Source: an optimization exercise on an open RTL-to-GDS flow (aim: small area and a short achievable clock period). Production flows keep margins and buffers that such runs may drop.
At most, simulation tests tie the RTL to the original design; equivalence was not proved.

## Dot_product
module Dot_product(in, clk, reset, en, out, sel, done, ready);
For scale: about 2400 cells after synthesis, roughly 360 flip-flops, about 32000 µm² of cells after synthesis.
clock: 27.0 ns
lec_check: 0
cap_margin: 20
core_margin: 2
core_utilization: 65
cts_buf_list: sky130_fd_sc_hd__clkbuf_8
slew_margin: 20
synth_hierarchical: 1
synth_minimum_keep_size: 0
standard.sh (not shown) runs the stock make flow with config.mk's settings and CLKGATE_MAP_FILE= SYNTH_SCRIPT=/design/flow/synth_recipe.tcl, a recipe that flattens the netlist after the stock synthesis.
==> flow/flow/run.sh <==
#!/bin/bash
# Standard ORFS layout, with timing repair aimed below the achieved period
# (repair margin) and fast port buffers.  Each make run logs to its own file
# here; ORFS keeps every tool's log under orfs/logs/.
set -euo pipefail
bash standard.sh finish \
  SETUP_SLACK_MARGIN=18.7 \
  "BUFFER_PORTS_ARGS=-buffer_cell sky130_fd_sc_hd__buf_4" \
  > make_finish.log 2>&1
The baseline completed without violations.
Next try:
--- a/flow/flow/run.sh
+++ b/flow/flow/run.sh
@@ -6,3 +6,3 @@
 bash standard.sh finish \
-  SETUP_SLACK_MARGIN=18.7 \
+  SETUP_SLACK_MARGIN=18 \
   "BUFFER_PORTS_ARGS=-buffer_cell sky130_fd_sc_hd__buf_4" \
Cell count decreases by about 3%; register-to-register slack improved by 40 ps.
Next try:
--- a/flow/flow/run.sh
+++ b/flow/flow/run.sh
@@ -6,3 +6,3 @@
 bash standard.sh finish \
-  SETUP_SLACK_MARGIN=18 \
+  SETUP_SLACK_MARGIN=18.5 \
   "BUFFER_PORTS_ARGS=-buffer_cell sky130_fd_sc_hd__buf_4" \
The new run went through all stages and came out clean.
Cell area went up by 2.1%.
Setup slack is better by 520 ps.
Wire length went up by about 1.4%.
Sequential share of layout area went down by 0.62 points.
Global-route usage hardly moves.
Die area stays the same.
Non-clock buffer count went up by 15.
Via count went up by 0.70%.
Next try:
--- a/flow/flow/run.sh
+++ b/flow/flow/run.sh
@@ -6,3 +6,3 @@
 bash standard.sh finish \
-  SETUP_SLACK_MARGIN=18.5 \
+  SETUP_SLACK_MARGIN=19 \
   "BUFFER_PORTS_ARGS=-buffer_cell sky130_fd_sc_hd__buf_4" \
CTS_BUF_LIST = sky130_fd_sc_hd__clkbuf_4   (was sky130_fd_sc_hd__clkbuf_8)
What happened: The new run completed without violations. Critical path depth goes up by 2. Cell area is higher by 8.6%. Sequential share of layout area decreases by 2.4 points.

Dot_product, a different RTL version from the one above (not shown whole).
Size in the first run: about 2300 cells after synthesis, about 73 I/O pins, about 0.032 mm² of cells after synthesis.
Settings: LEC_CHECK=0, CAP_MARGIN=20, CORE_MARGIN=2, CORE_UTILIZATION=78, CTS_BUF_LIST=sky130_fd_sc_hd__clkbuf_8, SLEW_MARGIN=20, SYNTH_HIERARCHICAL=1, SYNTH_MINIMUM_KEEP_SIZE=0; clock period 27.0 ns.
==> flow/flow/run.sh <==
#!/bin/bash
# Standard ORFS layout, with timing repair aimed below the achieved period
# (repair margin) and fast port buffers.  Each make run logs to its own file
# here; ORFS keeps every tool's log under orfs/logs/.
set -euo pipefail
bash standard.sh finish \
  SETUP_SLACK_MARGIN=18.5 \
  "BUFFER_PORTS_ARGS=-buffer_cell sky130_fd_sc_hd__buf_4" \
  > make_finish.log 2>&1
The first run finished with timing, DRC and antenna clean.
Edit:
CORE_UTILIZATION = 65   (was 78)
CTS_CLUSTER_DIAMETER = 60   (was default)
CTS_CLUSTER_SIZE = 16   (was default)
Effect: Critical path depth stays the same; cell count came out higher by 0.62%; die area climbs by 20%; synthesized area does not change; setup slack gains 0.0045 ns; final area goes down by 1.4%.
Edit:
CTS_BUF_LIST = sky130_fd_sc_hd__clkbuf_16   (was sky130_fd_sc_hd__clkbuf_8)
CTS_CLUSTER_SIZE = 24   (was 16)
Result: Hold slack improves by 0.015 ns. Clock-buffer cell count is lower by 7. Die area stays the same. Design area is higher by a few percent. Non-clock buffer count is higher by 35.
Edit:
--- a/flow/flow/run.sh
+++ b/flow/flow/run.sh
@@ -6,4 +6,4 @@
 bash standard.sh finish \
   SETUP_SLACK_MARGIN=18.5 \
-  "BUFFER_PORTS_ARGS=-buffer_cell sky130_fd_sc_hd__buf_4" \
+  "BUFFER_PORTS_ARGS=-buffer_cell sky130_fd_sc_hd__buf_2" \
   > make_finish.log 2>&1
CTS_BUF_LIST = sky130_fd_sc_hd__clkbuf_8   (was sky130_fd_sc_hd__clkbuf_16)
CTS_CLUSTER_DIAMETER = default   (was 60)
CTS_CLUSTER_SIZE = default   (was 24)
After rerunning: Worst setup slack is better by 0.060 ns. Area after synthesis does not change. Final area hardly moves. Via count rose slightly. Sequential share of layout area stays flat. Critical path depth stays the same. Core utilization barely changes.

Setup of build 7:
Dot_product, a different RTL version from the one above (not shown whole).
Size: roughly 2400 cells after synthesis, roughly 360 flip-flops, about 73 I/O pins, about 32000 um^2 of cells after synthesis.
// Dot_product
module Dot_product(in, clk, reset, en, out, sel, done, ready);
==> flow/config.mk <==
export PLATFORM = sky130hd
export DESIGN_NAME = Dot_product
export DESIGN_NICKNAME = Dot_product
export VERILOG_FILES = /design/flow/design.v
export SDC_FILE = /design/flow/constraint.sdc
export NUM_CORES = 4
export LEC_CHECK = 0
export CAP_MARGIN = 20
export CORE_MARGIN = 2
export CORE_UTILIZATION = 65
export SLEW_MARGIN = 20
export SYNTH_HIERARCHICAL = 1
export SYNTH_MINIMUM_KEEP_SIZE = 0
==> flow/constraint.sdc <==
create_clock -name core_clock -period 27.0 [get_ports {clk}]
set_input_delay 5.4000 -clock core_clock [delete_from_list [all_inputs] [get_ports {clk}]]
set_output_delay 5.4000 -clock core_clock [all_outputs]
set_load 0.01 [all_outputs]
run.sh (not shown) runs the stock make flow with config.mk's settings and CLKGATE_MAP_FILE= SYNTH_SCRIPT=/design/flow/synth_recipe.tcl, a recipe that flattens the netlist after the stock synthesis.
Stock flow here: none of the scripts above is used.
Input-level comparison between build 54 and build 7:
# build 7
export LEC_CHECK = 0
export CAP_MARGIN = 20
export CORE_MARGIN = 2
export CORE_UTILIZATION = 65
export SLEW_MARGIN = 20
export SYNTH_HIERARCHICAL = 1
export SYNTH_MINIMUM_KEEP_SIZE = 0
create_clock -name core_clock -period 27.0 [get_ports {clk}]
# build 54
export LEC_CHECK = 0
export CAP_MARGIN = 20
export CORE_MARGIN = 2
export CORE_UTILIZATION = 40
export SLEW_MARGIN = 20
export SYNTH_HIERARCHICAL = 1
export SYNTH_MINIMUM_KEEP_SIZE = 0
create_clock -name core_clock -period 27.0 [get_ports {clk}]
## What came out
- Build 54 vs build 7 — post-detailed-route wirelength per cell dropped by a little under 10%
- Changes observed in build 54 relative to build 7: routing usage on met2 moved down, global-route wire length before repair moved up.
- Build 54 vs build 7: post-placement cell area up slightly
- Build 7 → build 54: global-route usage fell by 15 points, via count of the first global-routing pass fell by about 2.2%.
- A highest metal layer with signal wires of met4 is what build 7 shows, while met5 belongs to build 54.
Setup changes, build 54 to build 96
# build 54
export LEC_CHECK = 0
export CAP_MARGIN = 20
export CORE_MARGIN = 2
export CORE_UTILIZATION = 40
export SLEW_MARGIN = 20
export SYNTH_HIERARCHICAL = 1
export SYNTH_MINIMUM_KEEP_SIZE = 0
create_clock -name core_clock -period 27.0 [get_ports {clk}]
# build 96
export LEC_CHECK = 0
export CAP_MARGIN = 20
export CORE_MARGIN = 2
export CORE_UTILIZATION = 65
export SLEW_MARGIN = 20
export SYNTH_HIERARCHICAL = 1
export SYNTH_MINIMUM_KEEP_SIZE = 0
create_clock -name core_clock -period 27.0 [get_ports {clk}]
==> flow/flow/run.sh (new file) <==
#!/bin/bash
# Standard ORFS layout, with timing repair aimed below the achieved period
# (repair margin) and fast port buffers.  Each make run logs to its own file
# here; ORFS keeps every tool's log under orfs/logs/.
set -euo pipefail
bash standard.sh finish \
  SETUP_SLACK_MARGIN=18.5 \
  "BUFFER_PORTS_ARGS=-buffer_cell sky130_fd_sc_hd__buf_4" \
  > make_finish.log 2>&1
==> flow/standard.sh (new file) <==
#!/bin/bash
# synth_recipe.tcl (not shown) runs the flow's synth.tcl, then flattens the netlist and writes it again
# the make line also repeats each setting of config.mk as NAME=value (left out here)
make -C /OpenROAD-flow-scripts/flow DESIGN_CONFIG=/design/flow/config.mk WORK_HOME=/design/flow/orfs CLKGATE_MAP_FILE= SYNTH_SCRIPT=/design/flow/synth_recipe.tcl "${@:-finish}"
removed: flow/run.sh
Notes after the runs:
- Number of enable-type register cells in the synthesized netlist delta (build 96 -> build 54): insignificant
- Overall routed net length, build 96 and build 54, lower one = build 54.
- The growth of design area from synthesis to finish in build 96 sits 4.2 points above the value recorded for build 54.
- Relative to build 54, utilization has increased by 31 points in build 96.
- Against build 54, build 96 reports a ratio of cells with drive above 1 in the final layout that is higher.
No functional check of the RTL was part of any run of this note.

==> separate check: timing with driven ports <==
How much do the figures lean on ideal ports? The routed layouts below were timed once more, with nothing changed but the port constraints. Step 1 (the two cells are an assumption about what drives the block):
set clk [get_ports {clk}]
set_driving_cell -lib_cell sky130_fd_sc_hd__clkbuf_16 $clk
set_driving_cell -lib_cell sky130_fd_sc_hd__buf_2 [delete_from_list [all_inputs] $clk]
Step 2 times the ports against the registers' clock, not the clock port: input delays grow and output delays shrink by t, the midpoint of the rising clock arrivals with the driver on. Slacks: ideal ports / drivers / drivers and shift; pairs: ideal ports / drivers.
run	t, ns	slack for setup (ns)	hold slack, ns	latest minus earliest clock arrival (ns)	cell pins on the clock port's net
the first run of note 1	0.732	18.529 / 18.498 / 17.767	0.510 / 0.510 / 0.510	0.058 / 0.059	1
the second run of note 1	0.722	18.024 / 18.036 / 17.314	0.882 / 0.882 / 0.882	0.033 / 0.033	1
the third run of note 1	0.718	18.541 / 18.568 / 17.850	0.861 / 0.861 / 0.861	0.062 / 0.062	1
the fourth run of note 1	0.921	18.661 / 18.636 / 17.715	0.529 / 0.529 / 0.529	0.068 / 0.068	1
the first run of note 2	0.762	18.437 / 18.453 / 17.692	0.869 / 0.869 / 0.869	0.071 / 0.071	1
the second run of note 2	0.685	18.442 / 18.460 / 17.775	0.659 / 0.659 / 0.659	0.032 / 0.032	1
the third run of note 2	0.673	18.435 / 18.432 / 17.759	0.673 / 0.673 / 0.673	0.023 / 0.024	1
the fourth run of note 2	0.738	18.495 / 18.508 / 17.770	0.507 / 0.507 / 0.507	0.037 / 0.037	1
build 7	0.644	17.421 / 17.456 / 16.812	0.617 / 0.617 / 0.617	0.030 / 0.030	1
build 54	0.637	17.436 / 17.460 / 16.823	0.506 / 0.506 / 0.506	0.026 / 0.027	1
build 96	0.631	18.447 / 18.386 / 17.799	0.775 / 0.775 / 0.775	0.031 / 0.032	1
After both steps setup and hold are still met in every run listed. The setup slack of the fourth run of note 1, which loses most, moves by -0.025 ns with the drivers and by -0.946 ns with both steps.
